From an optimization exercise on the open Yosys and OpenROAD flow, aimed at small area, a short achievable clock period and few clock cycles per item; shortcuts taken in it are not production practice.
RTL that was checked went through simulation tests only; none was proved equivalent to the original.
No functional check of the RTL was part of run 1.
The flow treats the clock pin as an ideal source, which a real chip does not have.

==> flow/design.v, too long to show whole: its modules and the start of the top module <==
// module skinny_top: 548 lines
module skinny_top (
    input               clock,
    input               reset,
    input               start,
    input [7:0]         input_plaintext,
    input [23:0]        input_tweakey,
    output              ready,
    output              done,
    output [127:0]      ciphertext
);
  // ...
==> flow/flow/run.sh <==
#!/bin/bash
# Standard ORFS layout (the standard.sh), with the resizer asked to aim for
# a setup slack margin of 6.9 ns, so it works the critical paths harder.
set -euo pipefail
bash standard.sh SETUP_SLACK_MARGIN=6.9 POST_CTS_TCL=$PWD/flow/post_cts.tcl RECOVER_MARGIN=7.0 SETUP_MOVE_SEQUENCE=unbuffer,sizeup,swap 'BUFFER_PORTS_ARGS=-buffer_cell sky130_fd_sc_hd__buf_1' finish > standard_flow.log 2>&1
==> flow/flow/post_cts.tcl <==
set block [ord::get_db_block]
set root [$block findInst clkbuf_0_clock]
if { $root != "NULL" } {
  set in_net [[$root findITerm A] getNet]
  set out_net [[$root findITerm X] getNet]
  set loads {}
  foreach it [$out_net getITerms] {
    if { [$it getInst] != $root } { lappend loads $it }
  }
  if { [llength $loads] <= 4 } {
    foreach it $loads {
      $it disconnect
      $it connect $in_net
    }
    odb::dbInst_destroy $root
    odb::dbNet_destroy $out_net
    puts "post_cts: clock port now drives [llength $loads] clock buffers directly"
  } else {
    puts "post_cts: root buffer drives [llength $loads] cells, left in place"
  }
}
if { [info exists ::env(RECOVER_MARGIN)] } {
  estimate_parasitics -placement
  set_clock_uncertainty -setup $::env(RECOVER_MARGIN) [all_clocks]
  report_worst_slack -max
  report_design_area
  repair_timing -recover_power 100
  report_worst_slack -max
  report_design_area
  set_clock_uncertainty -setup 0 [all_clocks]
  detailed_placement
  check_placement -verbose
}
==> flow/standard.sh <==
#!/bin/bash
# synth_recipe.tcl (not shown) runs the flow's synth.tcl, then flattens the netlist and writes it again
# the make line also repeats each setting of config.mk as NAME=value (left out here)
make -C /OpenROAD-flow-scripts/flow DESIGN_CONFIG=/design/flow/config.mk WORK_HOME=/design/flow/orfs CLKGATE_MAP_FILE= SYNTH_SCRIPT=/design/flow/synth_recipe.tcl "${@:-finish}"
==> flow/config.mk <==
export PLATFORM = sky130hd
export DESIGN_NAME = skinny_top
export DESIGN_NICKNAME = skinny_top
export VERILOG_FILES = /design/flow/design.v
export SDC_FILE = /design/flow/constraint.sdc
export NUM_CORES = 4
export LEC_CHECK = 0
export CAP_MARGIN = 20
export CORE_MARGIN = 2
export CORE_UTILIZATION = 55
export CTS_CLUSTER_DIAMETER = 120
export CTS_CLUSTER_SIZE = 24
export SLEW_MARGIN = 20
==> flow/constraint.sdc <==
create_clock -name core_clock -period 10.0 [get_ports {clock}]
set_input_delay 2.0000 -clock core_clock [delete_from_list [all_inputs] [get_ports {clock}]]
set_output_delay 2.0000 -clock core_clock [all_outputs]
set_load 0.01 [all_outputs]
==> flow_summary_export.csv, run 1 <==
group,metric,value,unit
sta,max_slew_margin,28.55,%
global_routing,met1_usage,45.57,%
setup_path,cp_max_fo,6,
outcome,outcome,"timing/DRC/antenna clean",
setup_path,critical_path.endpoint_type,"flip-flop",
floorplan,coreArea,0.03652,mm^2
finish,reg_top3,"tkv: 384 flops, st: 128 flops, rc: 6 flops",
sta,fin_crit,3.046,ns
global_routing,grt.overflow.total,0,
setup_path,cpPeakStageDelay,0.69,ns
finish,final_cells,2527,
sta,maxSlewViolCount,0,
min_path,hp-class,"reg2reg",
finish,largest_cell_class,"flip-flops and latches",
clocking,clk_pin_slew,0.10,ns
finish,syn_to_final_growth,13.93,%
setup_path,crit_cells,8,
sta,whs,0.4197,ns
synth,synth-compound-area-share,18.49,%
finish,n_all_buffers,176,
synth,synth.top_cell.area_share,50.30,%
sta,hold_violations,0,
routing,wl_met2,31.33,mm
synth,synthTopCellsByArea,"dfxtp_1, xnor2_1, o22ai_1",
setup_path,r2r_slack,6.95,ns
floorplan,rows,70,
setup_path,path_buf_inv,0,
==> inputs of run 2 (changes only) <==
==> flow/design.v (replaced) <==
module skinny_top (
    input               clock,
    input               reset,
    input               start,
    input [7:0]         input_plaintext,
    input [23:0]        input_tweakey,
    output              ready,
    output              done,
    output [127:0]      ciphertext
);
    reg [127:0] st;      
    reg  [383:0] tkv;
    wire [383:0] tk = tkv ^ 384'hb678464987a92670c949b0b67846c987a927708bf8897426564b13a9257a8bf8cb7426348fd99b70b26ae1cb7436648f;
    reg         loading;
    reg [3:0]   lcnt;
    reg         busy;
    reg [5:0]   rc;
    reg         done_r;
    reg         ready_r;
    reg         idle_n;      
    wire last = (rc == 6'h0A);    
    assign ready      = ready_r;
    assign done       = done_r;
    assign ciphertext = st;
    reg loading_n, busy_n;
    always @(*) begin
        loading_n = loading;
        busy_n    = busy;
        if (loading) begin
            if (lcnt == 4'd15) begin
                loading_n = 1'b0;
                busy_n    = 1'b1;
            end
        end else if (busy) begin
            if (last)
                busy_n = 1'b0;
        end else if (start) begin
            loading_n = 1'b1;
        end
    end
    always @(posedge clock or posedge reset) begin
        if (reset) begin
            loading <= 1'b0;
            lcnt    <= 4'd0;
            busy    <= 1'b0;
            rc      <= 6'd0;
            done_r  <= 1'b0;
            ready_r <= 1'b0;
            idle_n  <= 1'b1;
        end else begin
            done_r  <= busy & last;
            loading <= loading_n;
            busy    <= busy_n;
            idle_n  <= ~busy_n;
            ready_r <= ~loading_n & ~busy_n;
            lcnt    <= loading ? lcnt + 4'd1 : 4'd1;
            rc      <= busy ? {rc[4:0], rc[5] ^ rc[4] ^ 1'b1} : 6'h01;
        end
    end
    wire [127:0] st_rnd = round(st, tk, rc);
    wire [383:0] tk_rnd = {tk_sched1(tk[383:256]), tk_sched2(tk[255:128]), tk_sched3(tk[127:0])};
    always @(posedge clock) begin
        st <= ({128{busy}} & st_rnd) | ({128{idle_n}} & {st[119:0], input_plaintext});
    end
    wire [383:0] tk_ld = {tk[359:0], input_tweakey};
    always @(posedge clock) begin
        tkv[376] <= ~(((tk_rnd[376] ^ 1'b1) | idle_n) & ((tk_ld[376] ^ 1'b1) | busy));
        tkv[377] <= ~(((tk_rnd[377] ^ 1'b0) | idle_n) & ((tk_ld[377] ^ 1'b0) | busy));
        tkv[378] <= ~(((tk_rnd[378] ^ 1'b0) | idle_n) & ((tk_ld[378] ^ 1'b0) | busy));
        tkv[379] <= ~(((tk_rnd[379] ^ 1'b1) | idle_n) & ((tk_ld[379] ^ 1'b1) | busy));
        tkv[380] <= ~(((tk_rnd[380] ^ 1'b0) | idle_n) & ((tk_ld[380] ^ 1'b0) | busy));
        tkv[381] <= ~(((tk_rnd[381] ^ 1'b0) | idle_n) & ((tk_ld[381] ^ 1'b0) | busy));
        tkv[382] <= ~(((tk_rnd[382] ^ 1'b1) | idle_n) & ((tk_ld[382] ^ 1'b1) | busy));
        tkv[383] <= ~(((tk_rnd[383] ^ 1'b0) | idle_n) & ((tk_ld[383] ^ 1'b0) | busy));
        tkv[368] <= ~(((tk_rnd[368] ^ 1'b1) | idle_n) & ((tk_ld[368] ^ 1'b1) | busy));
        tkv[369] <= ~(((tk_rnd[369] ^ 1'b1) | idle_n) & ((tk_ld[369] ^ 1'b1) | busy));
        tkv[370] <= ~(((tk_rnd[370] ^ 1'b1) | idle_n) & ((tk_ld[370] ^ 1'b1) | busy));
        tkv[371] <= ~(((tk_rnd[371] ^ 1'b0) | idle_n) & ((tk_ld[371] ^ 1'b0) | busy));
        tkv[372] <= ~(((tk_rnd[372] ^ 1'b0) | idle_n) & ((tk_ld[372] ^ 1'b0) | busy));
        tkv[373] <= ~(((tk_rnd[373] ^ 1'b0) | idle_n) & ((tk_ld[373] ^ 1'b0) | busy));
        tkv[374] <= ~(((tk_rnd[374] ^ 1'b0) | idle_n) & ((tk_ld[374] ^ 1'b0) | busy));
        tkv[375] <= ~(((tk_rnd[375] ^ 1'b1) | idle_n) & ((tk_ld[375] ^ 1'b1) | busy));
        tkv[360] <= ~(((tk_rnd[360] ^ 1'b1) | idle_n) & ((tk_ld[360] ^ 1'b1) | busy));
        tkv[361] <= ~(((tk_rnd[361] ^ 1'b0) | idle_n) & ((tk_ld[361] ^ 1'b0) | busy));
        tkv[362] <= ~(((tk_rnd[362] ^ 1'b0) | idle_n) & ((tk_ld[362] ^ 1'b0) | busy));
        tkv[363] <= ~(((tk_rnd[363] ^ 1'b1) | idle_n) & ((tk_ld[363] ^ 1'b1) | busy));
        tkv[364] <= ((tk_rnd[364] ^ 1'b0) & busy) | ((tk_ld[364] ^ 1'b0) & idle_n);
        tkv[365] <= ((tk_rnd[365] ^ 1'b0) & busy) | ((tk_ld[365] ^ 1'b0) & idle_n);
        tkv[366] <= ((tk_rnd[366] ^ 1'b1) & busy) | ((tk_ld[366] ^ 1'b1) & idle_n);
        tkv[367] <= ~(((tk_rnd[367] ^ 1'b1) | idle_n) & ((tk_ld[367] ^ 1'b1) | busy));
        tkv[352] <= ~(((tk_rnd[352] ^ 1'b0) | idle_n) & ((tk_ld[352] ^ 1'b0) | busy));
        tkv[353] <= ~(((tk_rnd[353] ^ 1'b1) | idle_n) & ((tk_ld[353] ^ 1'b1) | busy));
        tkv[354] <= ~(((tk_rnd[354] ^ 1'b1) | idle_n) & ((tk_ld[354] ^ 1'b1) | busy));
        tkv[355] <= ~(((tk_rnd[355] ^ 1'b0) | idle_n) & ((tk_ld[355] ^ 1'b0) | busy));
        tkv[356] <= ((tk_rnd[356] ^ 1'b0) & busy) | ((tk_ld[356] ^ 1'b0) & idle_n);
        tkv[357] <= ((tk_rnd[357] ^ 1'b0) & busy) | ((tk_ld[357] ^ 1'b0) & idle_n);
        tkv[358] <= ((tk_rnd[358] ^ 1'b1) & busy) | ((tk_ld[358] ^ 1'b1) & idle_n);
        tkv[359] <= ((tk_rnd[359] ^ 1'b0) & busy) | ((tk_ld[359] ^ 1'b0) & idle_n);
        tkv[344] <= ~(((tk_rnd[344] ^ 1'b0) | idle_n) & ((tk_ld[344] ^ 1'b0) | busy));
        tkv[345] <= ~(((tk_rnd[345] ^ 1'b0) | idle_n) & ((tk_ld[345] ^ 1'b0) | busy));
        tkv[346] <= ~(((tk_rnd[346] ^ 1'b0) | idle_n) & ((tk_ld[346] ^ 1'b0) | busy));
        tkv[347] <= ((tk_rnd[347] ^ 1'b0) & busy) | ((tk_ld[347] ^ 1'b0) & idle_n);
        tkv[348] <= ~(((tk_rnd[348] ^ 1'b1) | idle_n) & ((tk_ld[348] ^ 1'b1) | busy));
        tkv[349] <= ~(((tk_rnd[349] ^ 1'b1) | idle_n) & ((tk_ld[349] ^ 1'b1) | busy));
        tkv[350] <= ((tk_rnd[350] ^ 1'b0) & busy) | ((tk_ld[350] ^ 1'b0) & idle_n);
        tkv[351] <= ((tk_rnd[351] ^ 1'b1) & busy) | ((tk_ld[351] ^ 1'b1) & idle_n);
        tkv[336] <= ((tk_rnd[336] ^ 1'b1) & busy) | ((tk_ld[336] ^ 1'b1) & idle_n);
        tkv[337] <= ((tk_rnd[337] ^ 1'b0) & busy) | ((tk_ld[337] ^ 1'b0) & idle_n);
        tkv[338] <= ((tk_rnd[338] ^ 1'b0) & busy) | ((tk_ld[338] ^ 1'b0) & idle_n);
        tkv[339] <= ((tk_rnd[339] ^ 1'b1) & busy) | ((tk_ld[339] ^ 1'b1) & idle_n);
        tkv[340] <= ((tk_rnd[340] ^ 1'b0) & busy) | ((tk_ld[340] ^ 1'b0) & idle_n);
        tkv[341] <= ~(((tk_rnd[341] ^ 1'b0) | idle_n) & ((tk_ld[341] ^ 1'b0) | busy));
        tkv[342] <= ~(((tk_rnd[342] ^ 1'b1) | idle_n) & ((tk_ld[342] ^ 1'b1) | busy));
        tkv[343] <= ((tk_rnd[343] ^ 1'b1) & busy) | ((tk_ld[343] ^ 1'b1) & idle_n);
        tkv[328] <= ((tk_rnd[328] ^ 1'b0) & busy) | ((tk_ld[328] ^ 1'b0) & idle_n);
        tkv[329] <= ~(((tk_rnd[329] ^ 1'b0) | idle_n) & ((tk_ld[329] ^ 1'b0) | busy));
        tkv[330] <= ~(((tk_rnd[330] ^ 1'b0) | idle_n) & ((tk_ld[330] ^ 1'b0) | busy));
        tkv[331] <= ~(((tk_rnd[331] ^ 1'b1) | idle_n) & ((tk_ld[331] ^ 1'b1) | busy));
        tkv[332] <= ((tk_rnd[332] ^ 1'b0) & busy) | ((tk_ld[332] ^ 1'b0) & idle_n);
        tkv[333] <= ((tk_rnd[333] ^ 1'b1) & busy) | ((tk_ld[333] ^ 1'b1) & idle_n);
        tkv[334] <= ~(((tk_rnd[334] ^ 1'b1) | idle_n) & ((tk_ld[334] ^ 1'b1) | busy));
        tkv[335] <= ((tk_rnd[335] ^ 1'b0) & busy) | ((tk_ld[335] ^ 1'b0) & idle_n);
        tkv[320] <= ((tk_rnd[320] ^ 1'b0) & busy) | ((tk_ld[320] ^ 1'b0) & idle_n);
        tkv[321] <= ((tk_rnd[321] ^ 1'b0) & busy) | ((tk_ld[321] ^ 1'b0) & idle_n);
        tkv[322] <= ((tk_rnd[322] ^ 1'b0) & busy) | ((tk_ld[322] ^ 1'b0) & idle_n);
        tkv[323] <= ((tk_rnd[323] ^ 1'b0) & busy) | ((tk_ld[323] ^ 1'b0) & idle_n);
        tkv[324] <= ((tk_rnd[324] ^ 1'b1) & busy) | ((tk_ld[324] ^ 1'b1) & idle_n);
        tkv[325] <= ((tk_rnd[325] ^ 1'b1) & busy) | ((tk_ld[325] ^ 1'b1) & idle_n);
        tkv[326] <= ~(((tk_rnd[326] ^ 1'b0) | idle_n) & ((tk_ld[326] ^ 1'b0) | busy));
        tkv[327] <= ~(((tk_rnd[327] ^ 1'b1) | idle_n) & ((tk_ld[327] ^ 1'b1) | busy));
        tkv[312] <= ~(((tk_rnd[312] ^ 1'b0) | idle_n) & ((tk_ld[312] ^ 1'b0) | busy));
        tkv[313] <= ~(((tk_rnd[313] ^ 1'b1) | idle_n) & ((tk_ld[313] ^ 1'b1) | busy));
        tkv[314] <= ~(((tk_rnd[314] ^ 1'b1) | idle_n) & ((tk_ld[314] ^ 1'b1) | busy));
        tkv[315] <= ~(((tk_rnd[315] ^ 1'b0) | idle_n) & ((tk_ld[315] ^ 1'b0) | busy));
        tkv[316] <= ~(((tk_rnd[316] ^ 1'b1) | idle_n) & ((tk_ld[316] ^ 1'b1) | busy));
        tkv[317] <= ~(((tk_rnd[317] ^ 1'b1) | idle_n) & ((tk_ld[317] ^ 1'b1) | busy));
        tkv[318] <= ~(((tk_rnd[318] ^ 1'b0) | idle_n) & ((tk_ld[318] ^ 1'b0) | busy));
        tkv[319] <= ((tk_rnd[319] ^ 1'b1) & busy) | ((tk_ld[319] ^ 1'b1) & idle_n);
        tkv[304] <= ~(((tk_rnd[304] ^ 1'b0) | idle_n) & ((tk_ld[304] ^ 1'b0) | busy));
        tkv[305] <= ((tk_rnd[305] ^ 1'b0) & busy) | ((tk_ld[305] ^ 1'b0) & idle_n);
        tkv[306] <= ((tk_rnd[306] ^ 1'b0) & busy) | ((tk_ld[306] ^ 1'b0) & idle_n);
        tkv[307] <= ((tk_rnd[307] ^ 1'b1) & busy) | ((tk_ld[307] ^ 1'b1) & idle_n);
        tkv[308] <= ~(((tk_rnd[308] ^ 1'b1) | idle_n) & ((tk_ld[308] ^ 1'b1) | busy));
        tkv[309] <= ~(((tk_rnd[309] ^ 1'b1) | idle_n) & ((tk_ld[309] ^ 1'b1) | busy));
        tkv[310] <= ((tk_rnd[310] ^ 1'b1) & busy) | ((tk_ld[310] ^ 1'b1) & idle_n);
        tkv[311] <= ((tk_rnd[311] ^ 1'b0) & busy) | ((tk_ld[311] ^ 1'b0) & idle_n);
        tkv[296] <= ((tk_rnd[296] ^ 1'b0) & busy) | ((tk_ld[296] ^ 1'b0) & idle_n);
        tkv[297] <= ~(((tk_rnd[297] ^ 1'b1) | idle_n) & ((tk_ld[297] ^ 1'b1) | busy));
        tkv[298] <= ~(((tk_rnd[298] ^ 1'b1) | idle_n) & ((tk_ld[298] ^ 1'b1) | busy));
        tkv[299] <= ((tk_rnd[299] ^ 1'b0) & busy) | ((tk_ld[299] ^ 1'b0) & idle_n);
        tkv[300] <= ~(((tk_rnd[300] ^ 1'b0) | idle_n) & ((tk_ld[300] ^ 1'b0) | busy));
        tkv[301] <= ~(((tk_rnd[301] ^ 1'b0) | idle_n) & ((tk_ld[301] ^ 1'b0) | busy));
        tkv[302] <= ~(((tk_rnd[302] ^ 1'b1) | idle_n) & ((tk_ld[302] ^ 1'b1) | busy));
        tkv[303] <= ~(((tk_rnd[303] ^ 1'b0) | idle_n) & ((tk_ld[303] ^ 1'b0) | busy));
        tkv[288] <= ~(((tk_rnd[288] ^ 1'b1) | idle_n) & ((tk_ld[288] ^ 1'b1) | busy));
        tkv[289] <= ~(((tk_rnd[289] ^ 1'b0) | idle_n) & ((tk_ld[289] ^ 1'b0) | busy));
        tkv[290] <= ~(((tk_rnd[290] ^ 1'b0) | idle_n) & ((tk_ld[290] ^ 1'b0) | busy));
        tkv[291] <= ~(((tk_rnd[291] ^ 1'b1) | idle_n) & ((tk_ld[291] ^ 1'b1) | busy));
        tkv[292] <= ~(((tk_rnd[292] ^ 1'b0) | idle_n) & ((tk_ld[292] ^ 1'b0) | busy));
        tkv[293] <= ~(((tk_rnd[293] ^ 1'b0) | idle_n) & ((tk_ld[293] ^ 1'b0) | busy));
        tkv[294] <= ~(((tk_rnd[294] ^ 1'b1) | idle_n) & ((tk_ld[294] ^ 1'b1) | busy));
        tkv[295] <= ((tk_rnd[295] ^ 1'b1) & busy) | ((tk_ld[295] ^ 1'b1) & idle_n);
        tkv[280] <= ~(((tk_rnd[280] ^ 1'b1) | idle_n) & ((tk_ld[280] ^ 1'b1) | busy));
        tkv[281] <= ~(((tk_rnd[281] ^ 1'b1) | idle_n) & ((tk_ld[281] ^ 1'b1) | busy));
        tkv[282] <= ~(((tk_rnd[282] ^ 1'b1) | idle_n) & ((tk_ld[282] ^ 1'b1) | busy));
        tkv[283] <= ~(((tk_rnd[283] ^ 1'b0) | idle_n) & ((tk_ld[283] ^ 1'b0) | busy));
        tkv[284] <= ~(((tk_rnd[284] ^ 1'b0) | idle_n) & ((tk_ld[284] ^ 1'b0) | busy));
        tkv[285] <= ~(((tk_rnd[285] ^ 1'b0) | idle_n) & ((tk_ld[285] ^ 1'b0) | busy));
        tkv[286] <= ~(((tk_rnd[286] ^ 1'b0) | idle_n) & ((tk_ld[286] ^ 1'b0) | busy));
        tkv[287] <= ~(((tk_rnd[287] ^ 1'b1) | idle_n) & ((tk_ld[287] ^ 1'b1) | busy));
        tkv[272] <= ~(((tk_rnd[272] ^ 1'b1) | idle_n) & ((tk_ld[272] ^ 1'b1) | busy));
        tkv[273] <= ~(((tk_rnd[273] ^ 1'b0) | idle_n) & ((tk_ld[273] ^ 1'b0) | busy));
        tkv[274] <= ~(((tk_rnd[274] ^ 1'b0) | idle_n) & ((tk_ld[274] ^ 1'b0) | busy));
        tkv[275] <= ~(((tk_rnd[275] ^ 1'b1) | idle_n) & ((tk_ld[275] ^ 1'b1) | busy));
        tkv[276] <= ((tk_rnd[276] ^ 1'b0) & busy) | ((tk_ld[276] ^ 1'b0) & idle_n);
        tkv[277] <= ~(((tk_rnd[277] ^ 1'b1) | idle_n) & ((tk_ld[277] ^ 1'b1) | busy));
        tkv[278] <= ~(((tk_rnd[278] ^ 1'b0) | idle_n) & ((tk_ld[278] ^ 1'b0) | busy));
        tkv[279] <= ~(((tk_rnd[279] ^ 1'b1) | idle_n) & ((tk_ld[279] ^ 1'b1) | busy));
        tkv[264] <= ((tk_rnd[264] ^ 1'b1) & busy) | ((tk_ld[264] ^ 1'b1) & idle_n);
        tkv[265] <= ~(((tk_rnd[265] ^ 1'b1) | idle_n) & ((tk_ld[265] ^ 1'b1) | busy));
        tkv[266] <= ~(((tk_rnd[266] ^ 1'b1) | idle_n) & ((tk_ld[266] ^ 1'b1) | busy));
        tkv[267] <= ~(((tk_rnd[267] ^ 1'b0) | idle_n) & ((tk_ld[267] ^ 1'b0) | busy));
        tkv[268] <= ((tk_rnd[268] ^ 1'b0) & busy) | ((tk_ld[268] ^ 1'b0) & idle_n);
        tkv[269] <= ~(((tk_rnd[269] ^ 1'b1) | idle_n) & ((tk_ld[269] ^ 1'b1) | busy));
        tkv[270] <= ~(((tk_rnd[270] ^ 1'b0) | idle_n) & ((tk_ld[270] ^ 1'b0) | busy));
        tkv[271] <= ~(((tk_rnd[271] ^ 1'b0) | idle_n) & ((tk_ld[271] ^ 1'b0) | busy));
        tkv[256] <= ~(((tk_rnd[256] ^ 1'b0) | idle_n) & ((tk_ld[256] ^ 1'b0) | busy));
        tkv[257] <= ~(((tk_rnd[257] ^ 1'b0) | idle_n) & ((tk_ld[257] ^ 1'b0) | busy));
        tkv[258] <= ~(((tk_rnd[258] ^ 1'b0) | idle_n) & ((tk_ld[258] ^ 1'b0) | busy));
        tkv[259] <= ((tk_rnd[259] ^ 1'b0) & busy) | ((tk_ld[259] ^ 1'b0) & idle_n);
        tkv[260] <= ~(((tk_rnd[260] ^ 1'b1) | idle_n) & ((tk_ld[260] ^ 1'b1) | busy));
        tkv[261] <= ~(((tk_rnd[261] ^ 1'b1) | idle_n) & ((tk_ld[261] ^ 1'b1) | busy));
        tkv[262] <= ~(((tk_rnd[262] ^ 1'b1) | idle_n) & ((tk_ld[262] ^ 1'b1) | busy));
        tkv[263] <= ~(((tk_rnd[263] ^ 1'b0) | idle_n) & ((tk_ld[263] ^ 1'b0) | busy));
        tkv[248] <= ((tk_rnd[248] ^ 1'b1) & busy) | ((tk_ld[248] ^ 1'b1) & idle_n);
        tkv[249] <= ~(((tk_rnd[249] ^ 1'b1) | idle_n) & ((tk_ld[249] ^ 1'b1) | busy));
        tkv[250] <= ((tk_rnd[250] ^ 1'b0) & busy) | ((tk_ld[250] ^ 1'b0) & idle_n);
        tkv[251] <= ((tk_rnd[251] ^ 1'b1) & busy) | ((tk_ld[251] ^ 1'b1) & idle_n);
        tkv[252] <= ((tk_rnd[252] ^ 1'b0) & busy) | ((tk_ld[252] ^ 1'b0) & idle_n);
        tkv[253] <= ~(((tk_rnd[253] ^ 1'b0) | idle_n) & ((tk_ld[253] ^ 1'b0) | busy));
        tkv[254] <= ((tk_rnd[254] ^ 1'b0) & busy) | ((tk_ld[254] ^ 1'b0) & idle_n);
        tkv[255] <= ((tk_rnd[255] ^ 1'b1) & busy) | ((tk_ld[255] ^ 1'b1) & idle_n);
        tkv[240] <= ~(((tk_rnd[240] ^ 1'b0) | idle_n) & ((tk_ld[240] ^ 1'b0) | busy));
        tkv[241] <= ~(((tk_rnd[241] ^ 1'b0) | idle_n) & ((tk_ld[241] ^ 1'b0) | busy));
        tkv[242] <= ~(((tk_rnd[242] ^ 1'b0) | idle_n) & ((tk_ld[242] ^ 1'b0) | busy));
        tkv[243] <= ((tk_rnd[243] ^ 1'b0) & busy) | ((tk_ld[243] ^ 1'b0) & idle_n);
        tkv[244] <= ~(((tk_rnd[244] ^ 1'b1) | idle_n) & ((tk_ld[244] ^ 1'b1) | busy));
        tkv[245] <= ((tk_rnd[245] ^ 1'b1) & busy) | ((tk_ld[245] ^ 1'b1) & idle_n);
        tkv[246] <= ~(((tk_rnd[246] ^ 1'b1) | idle_n) & ((tk_ld[246] ^ 1'b1) | busy));
        tkv[247] <= ~(((tk_rnd[247] ^ 1'b1) | idle_n) & ((tk_ld[247] ^ 1'b1) | busy));
        tkv[232] <= ~(((tk_rnd[232] ^ 1'b1) | idle_n) & ((tk_ld[232] ^ 1'b1) | busy));
        tkv[233] <= ((tk_rnd[233] ^ 1'b0) & busy) | ((tk_ld[233] ^ 1'b0) & idle_n);
        tkv[234] <= ((tk_rnd[234] ^ 1'b0) & busy) | ((tk_ld[234] ^ 1'b0) & idle_n);
        tkv[235] <= ~(((tk_rnd[235] ^ 1'b1) | idle_n) & ((tk_ld[235] ^ 1'b1) | busy));
        tkv[236] <= ~(((tk_rnd[236] ^ 1'b0) | idle_n) & ((tk_ld[236] ^ 1'b0) | busy));
        tkv[237] <= ((tk_rnd[237] ^ 1'b1) & busy) | ((tk_ld[237] ^ 1'b1) & idle_n);
        tkv[238] <= ~(((tk_rnd[238] ^ 1'b0) | idle_n) & ((tk_ld[238] ^ 1'b0) | busy));
        tkv[239] <= ~(((tk_rnd[239] ^ 1'b1) | idle_n) & ((tk_ld[239] ^ 1'b1) | busy));
        tkv[224] <= ~(((tk_rnd[224] ^ 1'b0) | idle_n) & ((tk_ld[224] ^ 1'b0) | busy));
        tkv[225] <= ~(((tk_rnd[225] ^ 1'b0) | idle_n) & ((tk_ld[225] ^ 1'b0) | busy));
        tkv[226] <= ~(((tk_rnd[226] ^ 1'b1) | idle_n) & ((tk_ld[226] ^ 1'b1) | busy));
        tkv[227] <= ~(((tk_rnd[227] ^ 1'b0) | idle_n) & ((tk_ld[227] ^ 1'b0) | busy));
        tkv[228] <= ~(((tk_rnd[228] ^ 1'b1) | idle_n) & ((tk_ld[228] ^ 1'b1) | busy));
        tkv[229] <= ~(((tk_rnd[229] ^ 1'b1) | idle_n) & ((tk_ld[229] ^ 1'b1) | busy));
        tkv[230] <= ~(((tk_rnd[230] ^ 1'b1) | idle_n) & ((tk_ld[230] ^ 1'b1) | busy));
        tkv[231] <= ((tk_rnd[231] ^ 1'b1) & busy) | ((tk_ld[231] ^ 1'b1) & idle_n);
        tkv[216] <= ((tk_rnd[216] ^ 1'b0) & busy) | ((tk_ld[216] ^ 1'b0) & idle_n);
        tkv[217] <= ~(((tk_rnd[217] ^ 1'b1) | idle_n) & ((tk_ld[217] ^ 1'b1) | busy));
        tkv[218] <= ~(((tk_rnd[218] ^ 1'b1) | idle_n) & ((tk_ld[218] ^ 1'b1) | busy));
        tkv[219] <= ~(((tk_rnd[219] ^ 1'b0) | idle_n) & ((tk_ld[219] ^ 1'b0) | busy));
        tkv[220] <= ~(((tk_rnd[220] ^ 1'b0) | idle_n) & ((tk_ld[220] ^ 1'b0) | busy));
        tkv[221] <= ((tk_rnd[221] ^ 1'b1) & busy) | ((tk_ld[221] ^ 1'b1) & idle_n);
        tkv[222] <= ~(((tk_rnd[222] ^ 1'b0) | idle_n) & ((tk_ld[222] ^ 1'b0) | busy));
        tkv[223] <= ~(((tk_rnd[223] ^ 1'b0) | idle_n) & ((tk_ld[223] ^ 1'b0) | busy));
        tkv[208] <= ~(((tk_rnd[208] ^ 1'b0) | idle_n) & ((tk_ld[208] ^ 1'b0) | busy));
        tkv[209] <= ~(((tk_rnd[209] ^ 1'b1) | idle_n) & ((tk_ld[209] ^ 1'b1) | busy));
        tkv[210] <= ~(((tk_rnd[210] ^ 1'b1) | idle_n) & ((tk_ld[210] ^ 1'b1) | busy));
        tkv[211] <= ~(((tk_rnd[211] ^ 1'b0) | idle_n) & ((tk_ld[211] ^ 1'b0) | busy));
        tkv[212] <= ~(((tk_rnd[212] ^ 1'b1) | idle_n) & ((tk_ld[212] ^ 1'b1) | busy));
        tkv[213] <= ((tk_rnd[213] ^ 1'b0) & busy) | ((tk_ld[213] ^ 1'b0) & idle_n);
        tkv[214] <= ((tk_rnd[214] ^ 1'b0) & busy) | ((tk_ld[214] ^ 1'b0) & idle_n);
        tkv[215] <= ~(((tk_rnd[215] ^ 1'b0) | idle_n) & ((tk_ld[215] ^ 1'b0) | busy));
        tkv[200] <= ~(((tk_rnd[200] ^ 1'b1) | idle_n) & ((tk_ld[200] ^ 1'b1) | busy));
        tkv[201] <= ~(((tk_rnd[201] ^ 1'b1) | idle_n) & ((tk_ld[201] ^ 1'b1) | busy));
        tkv[202] <= ~(((tk_rnd[202] ^ 1'b0) | idle_n) & ((tk_ld[202] ^ 1'b0) | busy));
        tkv[203] <= ~(((tk_rnd[203] ^ 1'b1) | idle_n) & ((tk_ld[203] ^ 1'b1) | busy));
        tkv[204] <= ~(((tk_rnd[204] ^ 1'b0) | idle_n) & ((tk_ld[204] ^ 1'b0) | busy));
        tkv[205] <= ~(((tk_rnd[205] ^ 1'b0) | idle_n) & ((tk_ld[205] ^ 1'b0) | busy));
        tkv[206] <= ((tk_rnd[206] ^ 1'b1) & busy) | ((tk_ld[206] ^ 1'b1) & idle_n);
        tkv[207] <= ((tk_rnd[207] ^ 1'b0) & busy) | ((tk_ld[207] ^ 1'b0) & idle_n);
        tkv[192] <= ~(((tk_rnd[192] ^ 1'b1) | idle_n) & ((tk_ld[192] ^ 1'b1) | busy));
        tkv[193] <= ((tk_rnd[193] ^ 1'b1) & busy) | ((tk_ld[193] ^ 1'b1) & idle_n);
        tkv[194] <= ~(((tk_rnd[194] ^ 1'b0) | idle_n) & ((tk_ld[194] ^ 1'b0) | busy));
        tkv[195] <= ((tk_rnd[195] ^ 1'b0) & busy) | ((tk_ld[195] ^ 1'b0) & idle_n);
        tkv[196] <= ~(((tk_rnd[196] ^ 1'b1) | idle_n) & ((tk_ld[196] ^ 1'b1) | busy));
        tkv[197] <= ~(((tk_rnd[197] ^ 1'b0) | idle_n) & ((tk_ld[197] ^ 1'b0) | busy));
        tkv[198] <= ((tk_rnd[198] ^ 1'b0) & busy) | ((tk_ld[198] ^ 1'b0) & idle_n);
        tkv[199] <= ((tk_rnd[199] ^ 1'b0) & busy) | ((tk_ld[199] ^ 1'b0) & idle_n);
        tkv[184] <= ~(((tk_rnd[184] ^ 1'b1) | idle_n) & ((tk_ld[184] ^ 1'b1) | busy));
        tkv[185] <= ~(((tk_rnd[185] ^ 1'b0) | idle_n) & ((tk_ld[185] ^ 1'b0) | busy));
        tkv[186] <= ~(((tk_rnd[186] ^ 1'b0) | idle_n) & ((tk_ld[186] ^ 1'b0) | busy));
        tkv[187] <= ~(((tk_rnd[187] ^ 1'b1) | idle_n) & ((tk_ld[187] ^ 1'b1) | busy));
        tkv[188] <= ~(((tk_rnd[188] ^ 1'b0) | idle_n) & ((tk_ld[188] ^ 1'b0) | busy));
        tkv[189] <= ~(((tk_rnd[189] ^ 1'b1) | idle_n) & ((tk_ld[189] ^ 1'b1) | busy));
        tkv[190] <= ~(((tk_rnd[190] ^ 1'b0) | idle_n) & ((tk_ld[190] ^ 1'b0) | busy));
        tkv[191] <= ~(((tk_rnd[191] ^ 1'b1) | idle_n) & ((tk_ld[191] ^ 1'b1) | busy));
        tkv[176] <= ((tk_rnd[176] ^ 1'b1) & busy) | ((tk_ld[176] ^ 1'b1) & idle_n);
        tkv[177] <= ((tk_rnd[177] ^ 1'b1) & busy) | ((tk_ld[177] ^ 1'b1) & idle_n);
        tkv[178] <= ~(((tk_rnd[178] ^ 1'b1) | idle_n) & ((tk_ld[178] ^ 1'b1) | busy));
        tkv[179] <= ~(((tk_rnd[179] ^ 1'b0) | idle_n) & ((tk_ld[179] ^ 1'b0) | busy));
        tkv[180] <= ((tk_rnd[180] ^ 1'b0) & busy) | ((tk_ld[180] ^ 1'b0) & idle_n);
        tkv[181] <= ~(((tk_rnd[181] ^ 1'b1) | idle_n) & ((tk_ld[181] ^ 1'b1) | busy));
        tkv[182] <= ~(((tk_rnd[182] ^ 1'b0) | idle_n) & ((tk_ld[182] ^ 1'b0) | busy));
        tkv[183] <= ((tk_rnd[183] ^ 1'b0) & busy) | ((tk_ld[183] ^ 1'b0) & idle_n);
        tkv[168] <= ~(((tk_rnd[168] ^ 1'b0) | idle_n) & ((tk_ld[168] ^ 1'b0) | busy));
        tkv[169] <= ((tk_rnd[169] ^ 1'b1) & busy) | ((tk_ld[169] ^ 1'b1) & idle_n);
        tkv[170] <= ((tk_rnd[170] ^ 1'b0) & busy) | ((tk_ld[170] ^ 1'b0) & idle_n);
        tkv[171] <= ((tk_rnd[171] ^ 1'b0) & busy) | ((tk_ld[171] ^ 1'b0) & idle_n);
        tkv[172] <= ((tk_rnd[172] ^ 1'b1) & busy) | ((tk_ld[172] ^ 1'b1) & idle_n);
        tkv[173] <= ~(((tk_rnd[173] ^ 1'b1) | idle_n) & ((tk_ld[173] ^ 1'b1) | busy));
        tkv[174] <= ~(((tk_rnd[174] ^ 1'b1) | idle_n) & ((tk_ld[174] ^ 1'b1) | busy));
        tkv[175] <= ((tk_rnd[175] ^ 1'b0) & busy) | ((tk_ld[175] ^ 1'b0) & idle_n);
        tkv[160] <= ((tk_rnd[160] ^ 1'b1) & busy) | ((tk_ld[160] ^ 1'b1) & idle_n);
        tkv[161] <= ~(((tk_rnd[161] ^ 1'b1) | idle_n) & ((tk_ld[161] ^ 1'b1) | busy));
        tkv[162] <= ((tk_rnd[162] ^ 1'b0) & busy) | ((tk_ld[162] ^ 1'b0) & idle_n);
        tkv[163] <= ((tk_rnd[163] ^ 1'b1) & busy) | ((tk_ld[163] ^ 1'b1) & idle_n);
        tkv[164] <= ((tk_rnd[164] ^ 1'b0) & busy) | ((tk_ld[164] ^ 1'b0) & idle_n);
        tkv[165] <= ~(((tk_rnd[165] ^ 1'b0) | idle_n) & ((tk_ld[165] ^ 1'b0) | busy));
        tkv[166] <= ((tk_rnd[166] ^ 1'b0) & busy) | ((tk_ld[166] ^ 1'b0) & idle_n);
        tkv[167] <= ((tk_rnd[167] ^ 1'b1) & busy) | ((tk_ld[167] ^ 1'b1) & idle_n);
        tkv[152] <= ~(((tk_rnd[152] ^ 1'b0) | idle_n) & ((tk_ld[152] ^ 1'b0) | busy));
        tkv[153] <= ((tk_rnd[153] ^ 1'b0) & busy) | ((tk_ld[153] ^ 1'b0) & idle_n);
        tkv[154] <= ~(((tk_rnd[154] ^ 1'b0) | idle_n) & ((tk_ld[154] ^ 1'b0) | busy));
        tkv[155] <= ~(((tk_rnd[155] ^ 1'b1) | idle_n) & ((tk_ld[155] ^ 1'b1) | busy));
        tkv[156] <= ~(((tk_rnd[156] ^ 1'b1) | idle_n) & ((tk_ld[156] ^ 1'b1) | busy));
        tkv[157] <= ((tk_rnd[157] ^ 1'b1) & busy) | ((tk_ld[157] ^ 1'b1) & idle_n);
        tkv[158] <= ~(((tk_rnd[158] ^ 1'b1) | idle_n) & ((tk_ld[158] ^ 1'b1) | busy));
        tkv[159] <= ~(((tk_rnd[159] ^ 1'b1) | idle_n) & ((tk_ld[159] ^ 1'b1) | busy));
        tkv[144] <= ~(((tk_rnd[144] ^ 1'b1) | idle_n) & ((tk_ld[144] ^ 1'b1) | busy));
        tkv[145] <= ((tk_rnd[145] ^ 1'b1) & busy) | ((tk_ld[145] ^ 1'b1) & idle_n);
        tkv[146] <= ((tk_rnd[146] ^ 1'b0) & busy) | ((tk_ld[146] ^ 1'b0) & idle_n);
        tkv[147] <= ((tk_rnd[147] ^ 1'b1) & busy) | ((tk_ld[147] ^ 1'b1) & idle_n);
        tkv[148] <= ~(((tk_rnd[148] ^ 1'b0) | idle_n) & ((tk_ld[148] ^ 1'b0) | busy));
        tkv[149] <= ~(((tk_rnd[149] ^ 1'b0) | idle_n) & ((tk_ld[149] ^ 1'b0) | busy));
        tkv[150] <= ((tk_rnd[150] ^ 1'b1) & busy) | ((tk_ld[150] ^ 1'b1) & idle_n);
        tkv[151] <= ~(((tk_rnd[151] ^ 1'b1) | idle_n) & ((tk_ld[151] ^ 1'b1) | busy));
        tkv[136] <= ~(((tk_rnd[136] ^ 1'b0) | idle_n) & ((tk_ld[136] ^ 1'b0) | busy));
        tkv[137] <= ~(((tk_rnd[137] ^ 1'b0) | idle_n) & ((tk_ld[137] ^ 1'b0) | busy));
        tkv[138] <= ~(((tk_rnd[138] ^ 1'b1) | idle_n) & ((tk_ld[138] ^ 1'b1) | busy));
        tkv[139] <= ~(((tk_rnd[139] ^ 1'b0) | idle_n) & ((tk_ld[139] ^ 1'b0) | busy));
        tkv[140] <= ~(((tk_rnd[140] ^ 1'b1) | idle_n) & ((tk_ld[140] ^ 1'b1) | busy));
        tkv[141] <= ~(((tk_rnd[141] ^ 1'b1) | idle_n) & ((tk_ld[141] ^ 1'b1) | busy));
        tkv[142] <= ~(((tk_rnd[142] ^ 1'b1) | idle_n) & ((tk_ld[142] ^ 1'b1) | busy));
        tkv[143] <= ~(((tk_rnd[143] ^ 1'b0) | idle_n) & ((tk_ld[143] ^ 1'b0) | busy));
        tkv[128] <= ((tk_rnd[128] ^ 1'b0) & busy) | ((tk_ld[128] ^ 1'b0) & idle_n);
        tkv[129] <= ~(((tk_rnd[129] ^ 1'b1) | idle_n) & ((tk_ld[129] ^ 1'b1) | busy));
        tkv[130] <= ~(((tk_rnd[130] ^ 1'b1) | idle_n) & ((tk_ld[130] ^ 1'b1) | busy));
        tkv[131] <= ~(((tk_rnd[131] ^ 1'b0) | idle_n) & ((tk_ld[131] ^ 1'b0) | busy));
        tkv[132] <= ~(((tk_rnd[132] ^ 1'b0) | idle_n) & ((tk_ld[132] ^ 1'b0) | busy));
        tkv[133] <= ((tk_rnd[133] ^ 1'b1) & busy) | ((tk_ld[133] ^ 1'b1) & idle_n);
        tkv[134] <= ~(((tk_rnd[134] ^ 1'b0) | idle_n) & ((tk_ld[134] ^ 1'b0) | busy));
        tkv[135] <= ~(((tk_rnd[135] ^ 1'b0) | idle_n) & ((tk_ld[135] ^ 1'b0) | busy));
        tkv[120] <= ((tk_rnd[120] ^ 1'b1) & busy) | ((tk_ld[120] ^ 1'b1) & idle_n);
        tkv[121] <= ~(((tk_rnd[121] ^ 1'b0) | idle_n) & ((tk_ld[121] ^ 1'b0) | busy));
        tkv[122] <= ~(((tk_rnd[122] ^ 1'b1) | idle_n) & ((tk_ld[122] ^ 1'b1) | busy));
        tkv[123] <= ~(((tk_rnd[123] ^ 1'b0) | idle_n) & ((tk_ld[123] ^ 1'b0) | busy));
        tkv[124] <= ~(((tk_rnd[124] ^ 1'b1) | idle_n) & ((tk_ld[124] ^ 1'b1) | busy));
        tkv[125] <= ~(((tk_rnd[125] ^ 1'b1) | idle_n) & ((tk_ld[125] ^ 1'b1) | busy));
        tkv[126] <= ~(((tk_rnd[126] ^ 1'b0) | idle_n) & ((tk_ld[126] ^ 1'b0) | busy));
        tkv[127] <= ~(((tk_rnd[127] ^ 1'b0) | idle_n) & ((tk_ld[127] ^ 1'b0) | busy));
        tkv[112] <= ~(((tk_rnd[112] ^ 1'b1) | idle_n) & ((tk_ld[112] ^ 1'b1) | busy));
        tkv[113] <= ~(((tk_rnd[113] ^ 1'b1) | idle_n) & ((tk_ld[113] ^ 1'b1) | busy));
        tkv[114] <= ((tk_rnd[114] ^ 1'b1) & busy) | ((tk_ld[114] ^ 1'b1) & idle_n);
        tkv[115] <= ((tk_rnd[115] ^ 1'b0) & busy) | ((tk_ld[115] ^ 1'b0) & idle_n);
        tkv[116] <= ~(((tk_rnd[116] ^ 1'b0) | idle_n) & ((tk_ld[116] ^ 1'b0) | busy));
        tkv[117] <= ~(((tk_rnd[117] ^ 1'b0) | idle_n) & ((tk_ld[117] ^ 1'b0) | busy));
        tkv[118] <= ((tk_rnd[118] ^ 1'b1) & busy) | ((tk_ld[118] ^ 1'b1) & idle_n);
        tkv[119] <= ~(((tk_rnd[119] ^ 1'b1) | idle_n) & ((tk_ld[119] ^ 1'b1) | busy));
        tkv[104] <= ~(((tk_rnd[104] ^ 1'b1) | idle_n) & ((tk_ld[104] ^ 1'b1) | busy));
        tkv[105] <= ~(((tk_rnd[105] ^ 1'b0) | idle_n) & ((tk_ld[105] ^ 1'b0) | busy));
        tkv[106] <= ~(((tk_rnd[106] ^ 1'b0) | idle_n) & ((tk_ld[106] ^ 1'b0) | busy));
        tkv[107] <= ~(((tk_rnd[107] ^ 1'b1) | idle_n) & ((tk_ld[107] ^ 1'b1) | busy));
        tkv[108] <= ~(((tk_rnd[108] ^ 1'b1) | idle_n) & ((tk_ld[108] ^ 1'b1) | busy));
        tkv[109] <= ~(((tk_rnd[109] ^ 1'b0) | idle_n) & ((tk_ld[109] ^ 1'b0) | busy));
        tkv[110] <= ~(((tk_rnd[110] ^ 1'b1) | idle_n) & ((tk_ld[110] ^ 1'b1) | busy));
        tkv[111] <= ~(((tk_rnd[111] ^ 1'b1) | idle_n) & ((tk_ld[111] ^ 1'b1) | busy));
        tkv[96] <= ~(((tk_rnd[96] ^ 1'b1) | idle_n) & ((tk_ld[96] ^ 1'b1) | busy));
        tkv[97] <= ~(((tk_rnd[97] ^ 1'b1) | idle_n) & ((tk_ld[97] ^ 1'b1) | busy));
        tkv[98] <= ~(((tk_rnd[98] ^ 1'b0) | idle_n) & ((tk_ld[98] ^ 1'b0) | busy));
        tkv[99] <= ~(((tk_rnd[99] ^ 1'b1) | idle_n) & ((tk_ld[99] ^ 1'b1) | busy));
        tkv[100] <= ((tk_rnd[100] ^ 1'b1) & busy) | ((tk_ld[100] ^ 1'b1) & idle_n);
        tkv[101] <= ~(((tk_rnd[101] ^ 1'b0) | idle_n) & ((tk_ld[101] ^ 1'b0) | busy));
        tkv[102] <= ((tk_rnd[102] ^ 1'b0) & busy) | ((tk_ld[102] ^ 1'b0) & idle_n);
        tkv[103] <= ~(((tk_rnd[103] ^ 1'b1) | idle_n) & ((tk_ld[103] ^ 1'b1) | busy));
        tkv[88] <= ~(((tk_rnd[88] ^ 1'b0) | idle_n) & ((tk_ld[88] ^ 1'b0) | busy));
        tkv[89] <= ~(((tk_rnd[89] ^ 1'b0) | idle_n) & ((tk_ld[89] ^ 1'b0) | busy));
        tkv[90] <= ~(((tk_rnd[90] ^ 1'b0) | idle_n) & ((tk_ld[90] ^ 1'b0) | busy));
        tkv[91] <= ~(((tk_rnd[91] ^ 1'b0) | idle_n) & ((tk_ld[91] ^ 1'b0) | busy));
        tkv[92] <= ~(((tk_rnd[92] ^ 1'b1) | idle_n) & ((tk_ld[92] ^ 1'b1) | busy));
        tkv[93] <= ~(((tk_rnd[93] ^ 1'b1) | idle_n) & ((tk_ld[93] ^ 1'b1) | busy));
        tkv[94] <= ~(((tk_rnd[94] ^ 1'b1) | idle_n) & ((tk_ld[94] ^ 1'b1) | busy));
        tkv[95] <= ~(((tk_rnd[95] ^ 1'b0) | idle_n) & ((tk_ld[95] ^ 1'b0) | busy));
        tkv[80] <= ~(((tk_rnd[80] ^ 1'b0) | idle_n) & ((tk_ld[80] ^ 1'b0) | busy));
        tkv[81] <= ~(((tk_rnd[81] ^ 1'b1) | idle_n) & ((tk_ld[81] ^ 1'b1) | busy));
        tkv[82] <= ((tk_rnd[82] ^ 1'b0) & busy) | ((tk_ld[82] ^ 1'b0) & idle_n);
        tkv[83] <= ~(((tk_rnd[83] ^ 1'b0) | idle_n) & ((tk_ld[83] ^ 1'b0) | busy));
        tkv[84] <= ((tk_rnd[84] ^ 1'b1) & busy) | ((tk_ld[84] ^ 1'b1) & idle_n);
        tkv[85] <= ~(((tk_rnd[85] ^ 1'b1) | idle_n) & ((tk_ld[85] ^ 1'b1) | busy));
        tkv[86] <= ~(((tk_rnd[86] ^ 1'b0) | idle_n) & ((tk_ld[86] ^ 1'b0) | busy));
        tkv[87] <= ((tk_rnd[87] ^ 1'b1) & busy) | ((tk_ld[87] ^ 1'b1) & idle_n);
        tkv[72] <= ~(((tk_rnd[72] ^ 1'b0) | idle_n) & ((tk_ld[72] ^ 1'b0) | busy));
        tkv[73] <= ((tk_rnd[73] ^ 1'b1) & busy) | ((tk_ld[73] ^ 1'b1) & idle_n);
        tkv[74] <= ((tk_rnd[74] ^ 1'b0) & busy) | ((tk_ld[74] ^ 1'b0) & idle_n);
        tkv[75] <= ((tk_rnd[75] ^ 1'b1) & busy) | ((tk_ld[75] ^ 1'b1) & idle_n);
        tkv[76] <= ((tk_rnd[76] ^ 1'b1) & busy) | ((tk_ld[76] ^ 1'b1) & idle_n);
        tkv[77] <= ~(((tk_rnd[77] ^ 1'b1) | idle_n) & ((tk_ld[77] ^ 1'b1) | busy));
        tkv[78] <= ((tk_rnd[78] ^ 1'b0) & busy) | ((tk_ld[78] ^ 1'b0) & idle_n);
        tkv[79] <= ~(((tk_rnd[79] ^ 1'b0) | idle_n) & ((tk_ld[79] ^ 1'b0) | busy));
        tkv[64] <= ~(((tk_rnd[64] ^ 1'b1) | idle_n) & ((tk_ld[64] ^ 1'b1) | busy));
        tkv[65] <= ((tk_rnd[65] ^ 1'b0) & busy) | ((tk_ld[65] ^ 1'b0) & idle_n);
        tkv[66] <= ((tk_rnd[66] ^ 1'b0) & busy) | ((tk_ld[66] ^ 1'b0) & idle_n);
        tkv[67] <= ((tk_rnd[67] ^ 1'b0) & busy) | ((tk_ld[67] ^ 1'b0) & idle_n);
        tkv[68] <= ~(((tk_rnd[68] ^ 1'b0) | idle_n) & ((tk_ld[68] ^ 1'b0) | busy));
        tkv[69] <= ((tk_rnd[69] ^ 1'b1) & busy) | ((tk_ld[69] ^ 1'b1) & idle_n);
        tkv[70] <= ((tk_rnd[70] ^ 1'b1) & busy) | ((tk_ld[70] ^ 1'b1) & idle_n);
        tkv[71] <= ~(((tk_rnd[71] ^ 1'b1) | idle_n) & ((tk_ld[71] ^ 1'b1) | busy));
        tkv[56] <= ~(((tk_rnd[56] ^ 1'b1) | idle_n) & ((tk_ld[56] ^ 1'b1) | busy));
        tkv[57] <= ((tk_rnd[57] ^ 1'b1) & busy) | ((tk_ld[57] ^ 1'b1) & idle_n);
        tkv[58] <= ((tk_rnd[58] ^ 1'b0) & busy) | ((tk_ld[58] ^ 1'b0) & idle_n);
        tkv[59] <= ~(((tk_rnd[59] ^ 1'b1) | idle_n) & ((tk_ld[59] ^ 1'b1) | busy));
        tkv[60] <= ~(((tk_rnd[60] ^ 1'b0) | idle_n) & ((tk_ld[60] ^ 1'b0) | busy));
        tkv[61] <= ~(((tk_rnd[61] ^ 1'b0) | idle_n) & ((tk_ld[61] ^ 1'b0) | busy));
        tkv[62] <= ~(((tk_rnd[62] ^ 1'b1) | idle_n) & ((tk_ld[62] ^ 1'b1) | busy));
        tkv[63] <= ((tk_rnd[63] ^ 1'b1) & busy) | ((tk_ld[63] ^ 1'b1) & idle_n);
        tkv[48] <= ((tk_rnd[48] ^ 1'b0) & busy) | ((tk_ld[48] ^ 1'b0) & idle_n);
        tkv[49] <= ~(((tk_rnd[49] ^ 1'b0) | idle_n) & ((tk_ld[49] ^ 1'b0) | busy));
        tkv[50] <= ~(((tk_rnd[50] ^ 1'b1) | idle_n) & ((tk_ld[50] ^ 1'b1) | busy));
        tkv[51] <= ~(((tk_rnd[51] ^ 1'b0) | idle_n) & ((tk_ld[51] ^ 1'b0) | busy));
        tkv[52] <= ~(((tk_rnd[52] ^ 1'b1) | idle_n) & ((tk_ld[52] ^ 1'b1) | busy));
        tkv[53] <= ((tk_rnd[53] ^ 1'b1) & busy) | ((tk_ld[53] ^ 1'b1) & idle_n);
        tkv[54] <= ((tk_rnd[54] ^ 1'b1) & busy) | ((tk_ld[54] ^ 1'b1) & idle_n);
        tkv[55] <= ((tk_rnd[55] ^ 1'b0) & busy) | ((tk_ld[55] ^ 1'b0) & idle_n);
        tkv[40] <= ~(((tk_rnd[40] ^ 1'b0) | idle_n) & ((tk_ld[40] ^ 1'b0) | busy));
        tkv[41] <= ~(((tk_rnd[41] ^ 1'b1) | idle_n) & ((tk_ld[41] ^ 1'b1) | busy));
        tkv[42] <= ~(((tk_rnd[42] ^ 1'b1) | idle_n) & ((tk_ld[42] ^ 1'b1) | busy));
        tkv[43] <= ((tk_rnd[43] ^ 1'b0) & busy) | ((tk_ld[43] ^ 1'b0) & idle_n);
        tkv[44] <= ((tk_rnd[44] ^ 1'b0) & busy) | ((tk_ld[44] ^ 1'b0) & idle_n);
        tkv[45] <= ((tk_rnd[45] ^ 1'b1) & busy) | ((tk_ld[45] ^ 1'b1) & idle_n);
        tkv[46] <= ~(((tk_rnd[46] ^ 1'b0) | idle_n) & ((tk_ld[46] ^ 1'b0) | busy));
        tkv[47] <= ~(((tk_rnd[47] ^ 1'b0) | idle_n) & ((tk_ld[47] ^ 1'b0) | busy));
        tkv[32] <= ~(((tk_rnd[32] ^ 1'b0) | idle_n) & ((tk_ld[32] ^ 1'b0) | busy));
        tkv[33] <= ~(((tk_rnd[33] ^ 1'b0) | idle_n) & ((tk_ld[33] ^ 1'b0) | busy));
        tkv[34] <= ~(((tk_rnd[34] ^ 1'b1) | idle_n) & ((tk_ld[34] ^ 1'b1) | busy));
        tkv[35] <= ~(((tk_rnd[35] ^ 1'b0) | idle_n) & ((tk_ld[35] ^ 1'b0) | busy));
        tkv[36] <= ((tk_rnd[36] ^ 1'b0) & busy) | ((tk_ld[36] ^ 1'b0) & idle_n);
        tkv[37] <= ~(((tk_rnd[37] ^ 1'b1) | idle_n) & ((tk_ld[37] ^ 1'b1) | busy));
        tkv[38] <= ((tk_rnd[38] ^ 1'b1) & busy) | ((tk_ld[38] ^ 1'b1) & idle_n);
        tkv[39] <= ~(((tk_rnd[39] ^ 1'b0) | idle_n) & ((tk_ld[39] ^ 1'b0) | busy));
        tkv[24] <= ~(((tk_rnd[24] ^ 1'b1) | idle_n) & ((tk_ld[24] ^ 1'b1) | busy));
        tkv[25] <= ~(((tk_rnd[25] ^ 1'b1) | idle_n) & ((tk_ld[25] ^ 1'b1) | busy));
        tkv[26] <= ((tk_rnd[26] ^ 1'b1) & busy) | ((tk_ld[26] ^ 1'b1) & idle_n);
        tkv[27] <= ~(((tk_rnd[27] ^ 1'b1) | idle_n) & ((tk_ld[27] ^ 1'b1) | busy));
        tkv[28] <= ~(((tk_rnd[28] ^ 1'b0) | idle_n) & ((tk_ld[28] ^ 1'b0) | busy));
        tkv[29] <= ~(((tk_rnd[29] ^ 1'b0) | idle_n) & ((tk_ld[29] ^ 1'b0) | busy));
        tkv[30] <= ~(((tk_rnd[30] ^ 1'b0) | idle_n) & ((tk_ld[30] ^ 1'b0) | busy));
        tkv[31] <= ~(((tk_rnd[31] ^ 1'b1) | idle_n) & ((tk_ld[31] ^ 1'b1) | busy));
        tkv[16] <= ~(((tk_rnd[16] ^ 1'b1) | idle_n) & ((tk_ld[16] ^ 1'b1) | busy));
        tkv[17] <= ~(((tk_rnd[17] ^ 1'b0) | idle_n) & ((tk_ld[17] ^ 1'b0) | busy));
        tkv[18] <= ~(((tk_rnd[18] ^ 1'b0) | idle_n) & ((tk_ld[18] ^ 1'b0) | busy));
        tkv[19] <= ~(((tk_rnd[19] ^ 1'b1) | idle_n) & ((tk_ld[19] ^ 1'b1) | busy));
        tkv[20] <= ((tk_rnd[20] ^ 1'b1) & busy) | ((tk_ld[20] ^ 1'b1) & idle_n);
        tkv[21] <= ~(((tk_rnd[21] ^ 1'b0) | idle_n) & ((tk_ld[21] ^ 1'b0) | busy));
        tkv[22] <= ~(((tk_rnd[22] ^ 1'b1) | idle_n) & ((tk_ld[22] ^ 1'b1) | busy));
        tkv[23] <= ~(((tk_rnd[23] ^ 1'b1) | idle_n) & ((tk_ld[23] ^ 1'b1) | busy));
        tkv[8] <= ~(((tk_rnd[8] ^ 1'b1) | idle_n) & ((tk_ld[8] ^ 1'b1) | busy));
        tkv[9] <= ~(((tk_rnd[9] ^ 1'b1) | idle_n) & ((tk_ld[9] ^ 1'b1) | busy));
        tkv[10] <= ~(((tk_rnd[10] ^ 1'b0) | idle_n) & ((tk_ld[10] ^ 1'b0) | busy));
        tkv[11] <= ~(((tk_rnd[11] ^ 1'b1) | idle_n) & ((tk_ld[11] ^ 1'b1) | busy));
        tkv[12] <= ~(((tk_rnd[12] ^ 1'b1) | idle_n) & ((tk_ld[12] ^ 1'b1) | busy));
        tkv[13] <= ~(((tk_rnd[13] ^ 1'b0) | idle_n) & ((tk_ld[13] ^ 1'b0) | busy));
        tkv[14] <= ~(((tk_rnd[14] ^ 1'b0) | idle_n) & ((tk_ld[14] ^ 1'b0) | busy));
        tkv[15] <= ~(((tk_rnd[15] ^ 1'b1) | idle_n) & ((tk_ld[15] ^ 1'b1) | busy));
        tkv[0] <= ~(((tk_rnd[0] ^ 1'b0) | idle_n) & ((tk_ld[0] ^ 1'b0) | busy));
        tkv[1] <= ~(((tk_rnd[1] ^ 1'b0) | idle_n) & ((tk_ld[1] ^ 1'b0) | busy));
        tkv[2] <= ~(((tk_rnd[2] ^ 1'b0) | idle_n) & ((tk_ld[2] ^ 1'b0) | busy));
        tkv[3] <= ~(((tk_rnd[3] ^ 1'b0) | idle_n) & ((tk_ld[3] ^ 1'b0) | busy));
        tkv[4] <= ~(((tk_rnd[4] ^ 1'b1) | idle_n) & ((tk_ld[4] ^ 1'b1) | busy));
        tkv[5] <= ~(((tk_rnd[5] ^ 1'b1) | idle_n) & ((tk_ld[5] ^ 1'b1) | busy));
        tkv[6] <= ~(((tk_rnd[6] ^ 1'b1) | idle_n) & ((tk_ld[6] ^ 1'b1) | busy));
        tkv[7] <= ~(((tk_rnd[7] ^ 1'b0) | idle_n) & ((tk_ld[7] ^ 1'b0) | busy));
    end
    function [7:0] sbox;
        input [7:0] a;
        reg x0, x1, x2, x3, x4, x5, x6, x7;
        begin
            {x7, x6, x5, x4, x3, x2, x1, x0} = a;
            x0 = x0 ^ ~(x2 | x3);
            x4 = x4 ^ ~(x6 | x7);
            x5 = x5 ^ ~(x0 | x4);
            x6 = x6 ^ ~(x1 | x2);
            x7 = x7 ^ ~(x5 | x6);
            x1 = x1 ^ ~(x3 | x0);
            x2 = x2 ^ ~(x7 | x1);
            x3 = x3 ^ ~(x4 | x5);
            sbox = {x5, x4, x0, x3, x1, x6, x7, x2};
        end
    endfunction
    function [127:0] round;
        input [127:0] s;
        input [383:0] k;
        input [5:0]   c;
        reg [7:0] e [0:15];    
        reg [7:0] l [0:15];    
        reg [7:0] ne [0:15];
        reg [7:0] nl [0:15];
        reg x0, x1, x2, x3, x4, x5, x6, x7, y0, y1, y2;
        integer i;
        begin
            for (i = 0; i < 16; i = i + 1) begin
                {x7, x6, x5, x4, x3, x2, x1, x0} = s[127 - 8*i -: 8];
                x0 = x0 ^ ~(x2 | x3);
                x4 = x4 ^ ~(x6 | x7);
                x5 = x5 ^ ~(x0 | x4);
                x6 = x6 ^ ~(x1 | x2);
                y0 = ~(x5 | x6);           
                x1 = x1 ^ ~(x3 | x0);
                y1 = ~((x7 ^ y0) | x1);    
                y2 = ~(x4 | x5);           
                e[i] = {x5, x4, x0, x3, x1, x6, x7, x2};
                l[i] = {3'b0, y2, 2'b0, y0, y1};
            end
            e[0] = e[0] ^ {4'h0, c[3:0]};
            e[4] = e[4] ^ {6'h00, c[5:4]};
            e[8] = e[8] ^ 8'h02;
            for (i = 0; i < 8; i = i + 1)
                e[i] = e[i] ^ k[383 - 8*i -: 8] ^ k[255 - 8*i -: 8] ^ k[127 - 8*i -: 8];
            for (i = 0; i < 4; i = i + 1) begin
                ne[i]      = e[i];                   nl[i]      = l[i];
                ne[4 + i]  = e[4  + ((i + 3) % 4)];  nl[4 + i]  = l[4  + ((i + 3) % 4)];
                ne[8 + i]  = e[8  + ((i + 2) % 4)];  nl[8 + i]  = l[8  + ((i + 2) % 4)];
                ne[12 + i] = e[12 + ((i + 1) % 4)];  nl[12 + i] = l[12 + ((i + 1) % 4)];
            end
            for (i = 0; i < 4; i = i + 1) begin
                round[127 - 8*i -: 8]      = (nl[i] ^ nl[8+i]) ^ (nl[12+i] ^ (ne[i] ^ ne[8+i] ^ ne[12+i]));
                round[127 - 8*(4+i) -: 8]  = nl[i] ^ ne[i];
                round[127 - 8*(8+i) -: 8]  = (nl[4+i] ^ nl[8+i]) ^ (ne[4+i] ^ ne[8+i]);
                round[127 - 8*(12+i) -: 8] = (nl[i] ^ nl[8+i]) ^ (ne[i] ^ ne[8+i]);
            end
        end
    endfunction
    function [127:0] tk_perm;
        input [127:0] t;
        begin
            tk_perm = {t[55:48], t[7:0], t[63:56], t[23:16],
                       t[47:40], t[15:8], t[31:24], t[39:32],
                       t[127:64]};
        end
    endfunction
    function [127:0] tk_sched1;
        input [127:0] t;
        begin
            tk_sched1 = tk_perm(t);
        end
    endfunction
    function [127:0] tk_sched2;
        input [127:0] t;
        reg [127:0] p;
        integer i;
        begin
            p = tk_perm(t);
            for (i = 0; i < 8; i = i + 1)
                p[127 - 8*i -: 8] = {p[126 - 8*i -: 7], p[127 - 8*i] ^ p[125 - 8*i]};
            tk_sched2 = p;
        end
    endfunction
    function [127:0] tk_sched3;
        input [127:0] t;
        reg [127:0] p;
        integer i;
        begin
            p = tk_perm(t);
            for (i = 0; i < 8; i = i + 1)
                p[127 - 8*i -: 8] = {p[120 - 8*i] ^ p[126 - 8*i], p[127 - 8*i -: 7]};
            tk_sched3 = p;
        end
    endfunction
endmodule
==> flow/flow/run.sh (replaced) <==
#!/bin/bash
# Standard ORFS layout (the standard.sh), with the resizer asked to aim for
# a setup slack margin of 6.9 ns, so it works the critical paths harder.
set -euo pipefail
bash standard.sh SETUP_SLACK_MARGIN=6.9 POST_CTS_TCL=$PWD/flow/post_cts.tcl finish > standard_flow.log 2>&1
==> run 2 against run 1 <==
  * Critical path depth increased by 1
  * Global-route usage fell by 0.75 points
  * Flip-flop and latch count fell by 3
  * Maximum frequency fell by 1.1%
  * First-iteration DRC count grew 4.9%
  * Utilization grew 1.2 points
  * Setup slack worse by 0.035 ns
  * Cell area is 1.6% higher
  * Register-to-register slack worse by 0.03 ns
==> flow_summary_export.csv, run 2 <==
group,metric,value,unit
outcome,outcome,"timing/DRC/antenna clean",
setup_path,r2r-start,"st[62]",
floorplan,die_h,196.1,um
synth,yosys.area.top_type,"dfxtp_1",
synth,yosysWarnings,5,
routing,wl,65.69,mm
synth,synth_nets,2002,
sta,max_slew_margin,27.76,%
floorplan,io_pins,165,
routing,drt_iter0_markers,1381,
routing,vias_per_cell,6.037,
setup_path,required,10.32,ns
floorplan,dieArea,0.03844,mm^2
synth,synthTopCellsByArea,"dfxtp_1, xnor2_1, o22ai_1",
sta,maxSlewViolCount,0,
placed_design,dp_hpwl,47.66,mm
routing,wl_per_cell,24.87,um
clocking,clk_latency,0.44,ns
routing,via_count,15940,
sta,max_freq,324.6,MHz
synth,ys_types,34,
clocking,clk_pin_slew,0.11,ns
finish,syn_to_final_growth,16.23,%
sta,fin_crit,3.080,ns
global_routing,grt_max_degree,102,
finish,reg_top3,"tkv: 384 flops, st: 128 flops, rc: 6 flops",
min_path,hp-class,"reg2reg",
synth,syn_inst,1965,
global_routing,antenna_found_initial,0,
synth,synth-seq-cells,527,
synth,synth_top_family_by_area,"XOR/XNOR gates",
routing,firstDrtPassIters,6,
setup_path,critPathKind,"reg2reg",
synth,syn_area_per_cell,10.32,um^2
placed_design,finalWeightedCongestion,0.9321,
sta,hold_violations,0,
placed_design,postPlaceCellArea,0.02213,mm^2
synth,async_flop_share,2.846,%
setup_path,critical_path.endpoint_type,"flip-flop",
synth,synthAdderAreaFrac,0.1233,%
floorplan,coreArea,0.03643,mm^2
sta,rsz0062_at_grt,"true",
synth,syn_area,0.02029,mm^2
global_routing,track_usage,33.42,%
finish,final_core_util,64.72,%
setup_path,startpoint_type,"flip-flop",
finish,layout.nets,2209,
sta,fin_crit_sh,30.80,%
global_routing,grt.overflow.total,0,
sta,worst_slew_pin_slew,1.082,ns
synth,yosys.area_share.xor_xnor,18.36,%
synth,seq_area_frac_synth,52.38,%
setup_path,critPathLaunch,"st[62]",
floorplan,initial_core_util,55.68,%
synth,synth-compound-area-share,18.33,%
global_routing,grt_pass1_vias,15040,
floorplan,rows,70,
synth,ys.flop_type,"dfxtp_1",
routing,drc,0,
min_path,hold_path.startpoint,"tkv[283]",
synth,yosysMostFrequentCell,"dfxtp_1",
synth,synth.top_cell.area_share,50.52,%
synth,synth_mux_area_share,0.7894,%
setup_path,worstPathArrival,3.40,ns
finish,final_common_cell,"dfxtp_1",
setup_path,cp_max_fo,5,
floorplan,die_width,196.1,um
sta,fin_skew,0.02190,ns
finish,final_cell_mix,"dfxtp_1, xnor2_1, o22ai_1",
synth,ys_top_cells_by_count,"dfxtp_1, xnor2_1, o22ai_1",
finish,diodes,0,
finish,largest_reg_flops,384,
clocking,cts_tree,"yes",
finish,top_register,"tkv",
routing,postRouteAntennaNets,0,
finish,drive_gt1_share,19.97,%
sta,finalSetupViolations,0,
job,maxCapViolations,0,
sta,whs,0.4261,ns
finish,stdcell_area,0.02358,mm^2
clocking,cts_sinks,527,
synth,synth_edf_count,0,
synth,yosys.area_share.simple,7.561,%
sta,setup_tns,0,ns
global_routing,grt_pass1_wl,95.57,mm
placed_design,portBuffers,164,
[run 2: cell types whose count changed in the layout (fill, tap and decap cells not counted), sizes merged, moves of 4 or more]
cell           before  now
buf               161  267
clkdlybuf4s50       0   34
clkbuf             42   27
o21ai             154  147
and2               26   30
inv                12    8
nor2b               4    0
[run 2: kinds of logic (layout without fill, tap and decap cells)]
group / count (synthesis) / count (layout)
fa+ha+maj: 2 / 2
xor+xnor: 412 / 412
simple gates: 317 / 317
buf+inv: 129 / 337
compound gates: 562 / 562
mux: 16 / 16
flops: 527 / 527
[run 2: critical path: stages (launching register included)]
cell     delay (ns)
dfxtp_4        0.36
buf_4          0.14
o21a_1         0.20
nor4_2         0.44
mux2i_1        0.38
mux2i_1        0.32
xnor2_2        0.18
xnor2_1        0.37
xor3_1         0.38
a22o_1         0.19
[run 2: routing by layer]
layer | share of wire, % | GRT usage (%) | wire length (um) | vias up
li1 | - | - | - | 7382
met2 | 46 | 55.04 | 30360 | 631
met3 | 6.3 | 2.768 | 4170 | 115
met4 | 4.2 | 12.68 | 2740 | 0
met1 | 43 | 46.07 | 28420 | 7816
met5 | 0 | 0 | 0 | -
[run 2: stage by stage]
step / worst slack, ns / cells
2_1_floorplan: 7.468 / 1965
3_3_place_gp: 6.826 / 2486
3_5_place_dp: 6.826 / 2486
5_1_grt: 6.785 / 2641
6_report: 6.920 / 2641
[run 2: cell type report]
type                       count  area (um^2)
timing repair buffer         302         2056
clock buffer                  27        611.8
multi-input combinational   1309         9218
sequential                   527        11080
fill                        3074        12850
tap                          468        585.6
inverter                       8        30.03
[run 2: final timing paths]
check	end	slack [ns]	cells after the start
setup reg to reg	st[104]	6.92	9
min in group asynchronous	rc[2]	1.93	2
setup / recovery	st[104]	6.92	9
hold / removal	tkv[331]	0.43	1
hold reg to reg	tkv[331]	0.43	1
max in group asynchronous	busy	7.64	2
Testbench counts of run 2, summed over its fixed seeds: cycles 27,656, items 384.

-- re-timing with driven ports --
In the flow no input, the clock included, has a driving cell. The finished layouts below were timed again as built, in two steps. Step 1, drivers: a clkbuf_16 drives clock and a buf_2 each remaining input, both assumed. Step 2 adds t to the input delays and takes it off the output delays; t is the mean of the earliest and latest rising clock arrival at the registers after step 1. Input paths then give back, and output paths get back, about the clock's delay inside the block. Three values: ideal, step 1, step 2; two values: the first two.
run	t (ns)	setup slack, ns	worst setup path at the end	worst register clock-pin slew, ns	worst slew at a driven data input, ns
run 1	0.529	6.954 / 6.888 / 6.954	register to register	0.10 / 0.10	0.09
run 2	0.488	6.920 / 6.918 / 6.920	register to register	0.11 / 0.11	0.04
After both steps every run listed still meets setup and hold.
